This is an optimization exercise on Yosys and OpenROAD, whose aim is small area, a short achievable clock period and few clock cycles, not a production implementation.
No functional check of the RTL was part of any run shown here.
Power and IR drop assume default switching activity.

==> flow/design.v, too long to show whole: its modules and the start of the top module <==
// module milestone1: 786 lines
// module m1_fa: 4 lines
// module m1_ha: 4 lines
module milestone1 (
		input logic CLOCK_50_I,
		input logic resetn,
		output logic SRAM_we_n,
		output logic [17:0] SRAM_address,
		output logic [15:0] SRAM_write_data,
		input logic [15:0] SRAM_read_data,
		input logic M1_enable,
		output logic M1_finish
);
  // ...
==> flow/flow/run.sh <==
#!/bin/bash
# Standard layout, with repair_timing asked for extra setup margin so that the
# optimiser works on paths well inside the design's clock period.
# Each step's full output goes to a log file of its own in this folder.
set -euo pipefail
MARGIN=${MARGIN:-10}
bash standard.sh synth > synth.log 2>&1
bash standard.sh SETUP_SLACK_MARGIN=$MARGIN finish > layout.log 2>&1
==> flow/standard.sh <==
#!/bin/bash
# synth_recipe.tcl (not shown) runs the flow's synth.tcl, then flattens the netlist and writes it again
# the make line also repeats each setting of config.mk as NAME=value (left out here)
make -C /OpenROAD-flow-scripts/flow DESIGN_CONFIG=/design/flow/config.mk WORK_HOME=/design/flow/orfs CLKGATE_MAP_FILE= SYNTH_SCRIPT=/design/flow/synth_recipe.tcl "${@:-finish}"
==> flow/config.mk <==
export PLATFORM = sky130hd
export DESIGN_NAME = milestone1
export DESIGN_NICKNAME = milestone1
export VERILOG_FILES = /design/flow/design.v
export SDC_FILE = /design/flow/constraint.sdc
export NUM_CORES = 4
export LEC_CHECK = 0
export CAP_MARGIN = 20
export CORE_MARGIN = 2
export CORE_UTILIZATION = 40
export CTS_CLUSTER_DIAMETER = 100
export CTS_CLUSTER_SIZE = 25
export PLACE_DENSITY = 0.6
export SLEW_MARGIN = 20
export SYNTH_HIERARCHICAL = 1
export SYNTH_MINIMUM_KEEP_SIZE = 0
==> flow/constraint.sdc <==
create_clock -name core_clock -period 14.0 [get_ports {CLOCK_50_I}]
set_input_delay 2.8000 -clock core_clock [delete_from_list [all_inputs] [get_ports {CLOCK_50_I}]]
set_output_delay 2.8000 -clock core_clock [all_outputs]
set_load 0.01 [all_outputs]
==> parameters.txt, run 1 <==
Parameter                              Value

Run status
  Outcome ... complete, no violations

Synthesis
  Dominant combinational cell family by area after synthesis ... adder cells
  Area share of fa/ha/maj cells after synthesis ... 0.3053
  Top cells by area, synth ... sky130_fd_sc_hd__edfxtp_1, sky130_fd_sc_hd__fa_1, sky130_fd_sc_hd__dfxtp_1
  Ys Warns ... 9

Worst hold path
  Hold Path Class ... reg2reg

Power
  Clock Power ... 681 µW
  Power group with the largest share ... sequential cells
  Sw frac ... 0.2131
  Static leakage ... 0.01043 µW

GRT
  Global-route track usage on met2 ... 0.2998
  Global-route congestion overflow total ... 0

Setup path
  Worst-case reg-to-reg path depth ... 9
  WP data required ... 11200 ps
  Crit path launch type ... flop
  Peak per-stage delay on the critical path ... 330 ps
  Critical path origin ... SRAM_address[5]

Clock network
  Number of buffers added by the clock tree synthesis step ... 21

Final layout
  CLK BUF ... 30
  Layout area overhead ... 8.722%
  Utilization of the core after routing ... 0.4383
  Final layout net count ... 2442
  Number of signal-net inverters in the final layout ... 210
  Most used cells in the layout excluding fill and tap cells ... sky130_fd_sc_hd__fa_1, sky130_fd_sc_hd__ha_1, sky130_fd_sc_hd__inv_1, sky130_fd_sc_hd__dfxtp_1, sky130_fd_sc_hd__edfxtp_1
  Non-filler instance count after layout ... 2768
  # diodes ... 0

Drt
  Detail-routed via count per cell ... 5.146
  Topmost layer with routed signal wires ... met4

Timing
  Final worst path period need ... 3943 ps
  Setup repair after global routing missed its margin ... false

Run
  Max capacitance violation total ... 0
==> run 2: changes to the inputs <==
--- a/flow/flow/run.sh
+++ b/flow/flow/run.sh
@@ -4,5 +4,5 @@
 # Each step's full output goes to a log file of its own in this folder.
 set -euo pipefail
-MARGIN=${MARGIN:-10}
+MARGIN=${MARGIN:-10.3}
 bash standard.sh synth > synth.log 2>&1
 bash standard.sh SETUP_SLACK_MARGIN=$MARGIN finish > layout.log 2>&1
==> run 2 against run 1 <==
Effect of this change: critical path depth unchanged; clock-buffer cell count increased by 2; via count increased by 2.1%; die area unchanged; hold slack got worse by 1.1 ps; total power decreased by 0.53%; design area increased by 1.0%; sequential cell count unchanged.
==> parameters.txt, run 2 <==
Parameter                              Value

Run status
  Outcome ... complete, no violations (unchanged)

Drt
  Routed Wire Length ... 52.60 mm (was 51.35 mm)
  Number of violations reported at the end of detailed-routing iteration 0 ... 873 (was 789)
  Remaining design rule violation count ... 0 (unchanged)
  Routed vias ... 14550 (was 14240)
  Number of iterations in the first detailed-routing pass ... 6 (was 5)
  DRT antenna net count ... 0 (unchanged)
  Detail-routed via count per cell ... 5.187 (was 5.146)
  Per-cell routed wire length ... 18.75 µm (was 18.55 µm)

Final layout
  Filler cell count ... 5355 (was 5370)
  Layout area overhead ... 9.856% (was 8.722%)
  FF+latch area ... 9382 µm² (was 9363 µm²)
  Cell area after layout ... 25450 µm² (was 25190 µm²)
  # diodes ... 0 (unchanged)
  Final layout net count ... 2480 (was 2442)
  Utilization of the core after routing ... 0.4428 (was 0.4383)
  Layout cells sized above 1 ... 0.1108 (was 0.06740)
  Most used cells in the layout excluding fill and tap cells ... sky130_fd_sc_hd__fa_1, sky130_fd_sc_hd__ha_1, sky130_fd_sc_hd__inv_1, sky130_fd_sc_hd__dfxtp_1, sky130_fd_sc_hd__edfxtp_1 (unchanged)
  Commonest non-fill, non-tap cell in the layout ... sky130_fd_sc_hd__fa_1 (unchanged)
  Multi-input combinational cell area ... 12880 µm² (was 12860 µm²)
  Regs by FF count ... qu (48), qv (48), ytr (23) (unchanged)

Synthesis
  Mean instance size in the synthesized netlist ... 11.90 µm² (unchanged)
  Synthesized cell area ... 23170 µm² (unchanged)
  Sequential fraction of the synthesis area ... 0.4038 (unchanged)
  Ys Warns ... 9 (unchanged)
  Syn_nets ... 2400 (unchanged)
  Top cells by area, synth ... sky130_fd_sc_hd__edfxtp_1, sky130_fd_sc_hd__fa_1, sky130_fd_sc_hd__dfxtp_1 (unchanged)
  Dominant cell type by area after synthesis ... sky130_fd_sc_hd__edfxtp_1 (unchanged)
  Instance count of the mapped netlist ... 1947 (unchanged)
  Synthesized flop and latch total ... 380 (unchanged)
  Share of synthesized registers carrying an async set or reset ... 0.1342 (unchanged)
  Dominant register cell in the synthesized netlist ... sky130_fd_sc_hd__dfxtp_1 (unchanged)
  Top cell types by occurrence after synthesis ... sky130_fd_sc_hd__fa_1, sky130_fd_sc_hd__ha_1, sky130_fd_sc_hd__inv_1 (unchanged)
  Post-synth EDFFs ... 146 (unchanged)
  Library cells used by synthesis ... 68 (unchanged)
  Yosys top cell area share ... 0.1892 (unchanged)
  Most instantiated library cell after synthesis ... sky130_fd_sc_hd__fa_1 (unchanged)

Die
  Core Region ... 57480 µm² (unchanged)
  Area enclosed by the die boundary ... 59860 µm² (unchanged)
  Row count ... 88 (unchanged)
  Die width ... 244.7 µm (unchanged)
  Initial core utilization ... 0.4031 (unchanged)
  Die Ht ... 244.7 µm (unchanged)
  IO Count ... 55 (unchanged)

Timing
  Upper clock frequency limit ... 258.4 MHz (was 253.6 MHz)
  Max Slew Vio Count ... 0 (unchanged)
  Final worst path period need ... 3869 ps (was 3943 ps)
  Setup violations, final ... 0 (unchanged)
  Post-route setup slack ... 10130 ps (was 10060 ps)
  Accumulated negative setup slack ... 0 ps (unchanged)
  Slew of the pin with the lowest slew margin ... 1043 ps (was 1044 ps)
  Final period util ... 0.2764 (was 0.2816)
  Max-slew headroom at the worst pin ... 0.3046 (was 0.3040)
  Number of hold violations in the final report ... 0 (unchanged)
  Setup repair after global routing missed its margin ... true (was false)
  Clock Skew ... 26.45 ps (was 23.21 ps)

GRT
  Pin count of the biggest net entering global routing ... 73 (was 64)
  Initial antenna violation count ... 0 (unchanged)
  All-layer global routing usage ... 0.1794 (was 0.1775)
  Number of global-route vias before repair ... 15330 (was 15090)
  Global-route congestion overflow total ... 0 (unchanged)
  Global-route wire length before repair ... 84.57 mm (was 84.02 mm)

Clock network
  Clk buf depth ... 3 (unchanged)
  Later-pin clock latency in the skew report ... 560 ps (about the same)
  Clock tree from TritonCTS ... done (unchanged)
  Maximum level of the CTS H-tree ... 1 (unchanged)
  CTS Hold Bufs ... 0 (unchanged)
  Count of clock tree sinks ... 380 (unchanged)
  Register clock-pin slew on the reported worst setup and hold paths ... 100 ps (about the same)
  Number of buffers added by the clock tree synthesis step ... 20 (was 21)
  Clock tree root driver cell ... sky130_fd_sc_hd__clkbuf_16 (unchanged)

Setup path
  Highest net fanout along the worst path ... 2 (was 1)
  Endpoint of the worst register-to-register path ... tgc (unchanged)
  Critical path buffers and inverters ... 1 (unchanged)
  Worst-case register-to-register setup slack ... 10390 ps (was 10220 ps)
  Peak per-stage delay on the critical path ... 390 ps (was 330 ps)
  Number of gates on the worst path with buffers counted ... 1 (unchanged)
  Worst-case reg-to-reg path depth ... 7 (was 9)
  WP data required ... 11200 ps (about the same)
  Slowest cell on crit path ... sky130_fd_sc_hd__dfrtp_1 (was sky130_fd_sc_hd__dfxtp_1)
  Cell-by-cell trace of the critical path ... buf_2 (was dlygate4sd2_1)
  Critical path destination ... M1_finish (was SRAM_address[5])
  Data arrival time of the worst path ... 1070 ps (was 1140 ps)
  Worst Path Class, Setup ... reg2out (unchanged)
  Kind of cell with the highest combined delay on the critical path ... flip-flops (unchanged)
  Crit path capture type ... output pin (unchanged)
  Start of the worst register-to-register path ... pvr[2] (was pur[1])
  Crit path launch type ... flop (unchanged)
  Critical path origin ... M1_finish (was SRAM_address[5])

Power
  Final Power ... 1824 µW (was 1834 µW)
  Worst vdd rail ir drop ... 0.00009365 V (was 0.00008925 V)
  Areal power density over the cells ... 71.67 nW/µm² (was 72.80 nW/µm²)
  Static leakage ... 0.01059 µW (was 0.01043 µW)

Run
  Max capacitance violation total ... 0 (unchanged)

Place
  Global placer's final weighted congestion ... 0.9276 (was 0.9045)
  Placement Cell Area ... 24560 µm² (unchanged)
  I/O Buffers ... 54 (unchanged)
  Post-Place Setup Slack ... 10220 ps (was 10050 ps)
  HPWL after DPL ... 40.99 mm (was 40.04 mm)

Worst hold path
  Hold Path Class ... reg2reg (unchanged)
[run 2: cell counts after synthesis]
Identical to the previous run, type by type.
[run 2: repair_timing]
action                                  in CTS  in global routing
buffers inserted                             0                 40
gates resized for setup                    159                 25
endpoints found under the setup margin      37                 48
pin swaps                                    0                  1
[run 2: cell families (layout without fill, tap and decap cells)]
logic type / count (synthesis) / in the layout / synth area share
fa+ha+maj: 434 / 434 / 0.3053
flops: 380 / 380 / 0.4038
simple gates: 364 / 364 / 0.07350
compound gates: 331 / 331 / 0.09148
buf+inv: 254 / 347 / 0.04142
xor+xnor: 102 / 102 / 0.03856
mux: 82 / 82 / 0.04590
[run 2: worst min path at each step]
stage                        start  endpoint  slack [ps]  cells after the start
final                     qv[3][2]  qv[2][2]         460                      0
after global routing      qv[3][2]  qv[2][2]         460                      0
after CTS                 qv[3][4]  qv[2][4]         460                      0
after detailed placement  qv[3][4]  qv[2][4]         430                      0
after global placement    qu[3][4]  qu[2][4]         430                      0
after floorplan           qu[5][0]  qu[4][0]         420                      0
[run 2: cell type report]
type | count | area share
flip-flops and latches | 380 | 0.3686
clock inverters | 3 | 0.002065
multi-input cells | 1313 | 0.5062
inverters | 210 | 0.03112
repair buffers | 102 | 0.03176
clock buffers | 32 | 0.02266
well taps | 765 | 0.03761
[run 2: power by group]
group | internal (µW) | switching (µW) | leakage [µW] | total, µW
Clock | 295 | 376 | 0.000302 | 672
Sequential | 1140 | 0.0000000000000464 | 0.00346 | 1140
Combinational | 5.32 | 4.95 | 0.00682 | 10.3
[run 2: metal layers]
layer,global-route usage,wire length [µm],vias to the layer above,part of all wire
met5,0,0,-,0
li1,-,-,6864,-
met2,0.2990,24680,327,0.47
met3,0.02427,2441,63,0.046
met1,0.2480,24160,7295,0.46
met4,0.04358,1311,0,0.025
[run 2: per-stage QoR]
stage                     instances  hold WS [ps]
after floorplan                1947         420.7
after global placement         2730         430.3
after detailed placement       2730         432.9
after CTS                      2765         456.7
after global routing           2805         464.2
final                          2805         455.8
[run 2: per-module statistics from Yosys (local to each module, per instance)]
module | flip-flops and latches | cells | copies in the design | cell area [µm²]
milestone1 | 380 | 1697 | 1 | 18490
m1_ha | 0 | 1 | 43 | 12.51
m1_fa | 0 | 1 | 207 | 20.02

re-timing with driven ports:
How much do the figures lean on ideal ports? The routed layouts below were timed once more, with nothing changed but the port constraints. Step 1 (the two cells are an assumption about what drives the block):
set clk [get_ports {CLOCK_50_I}]
set_driving_cell -lib_cell sky130_fd_sc_hd__clkbuf_16 $clk
set_driving_cell -lib_cell sky130_fd_sc_hd__buf_2 [delete_from_list [all_inputs] $clk]
Step 2, shift: input delay + t, output delay - t, t = (earliest + latest rising clock arrival at the registers) / 2. This alone moves slack from input paths to output paths. a / b / c = no drivers / after step 1 / after step 2; a / b = the first two.
run	shift t [ns]	slack for setup (ns)	worst setup path at the end	slew at the worst register clock pin (ns)	worst slew at a driven data input, ns
run 1	0.607	10.057 / 10.001 / 10.212	input to register	0.11 / 0.11	0.04
run 2	0.598	10.131 / 10.076 / 10.209	input to register	0.11 / 0.11	0.04
After both steps every run listed still meets setup and hold.
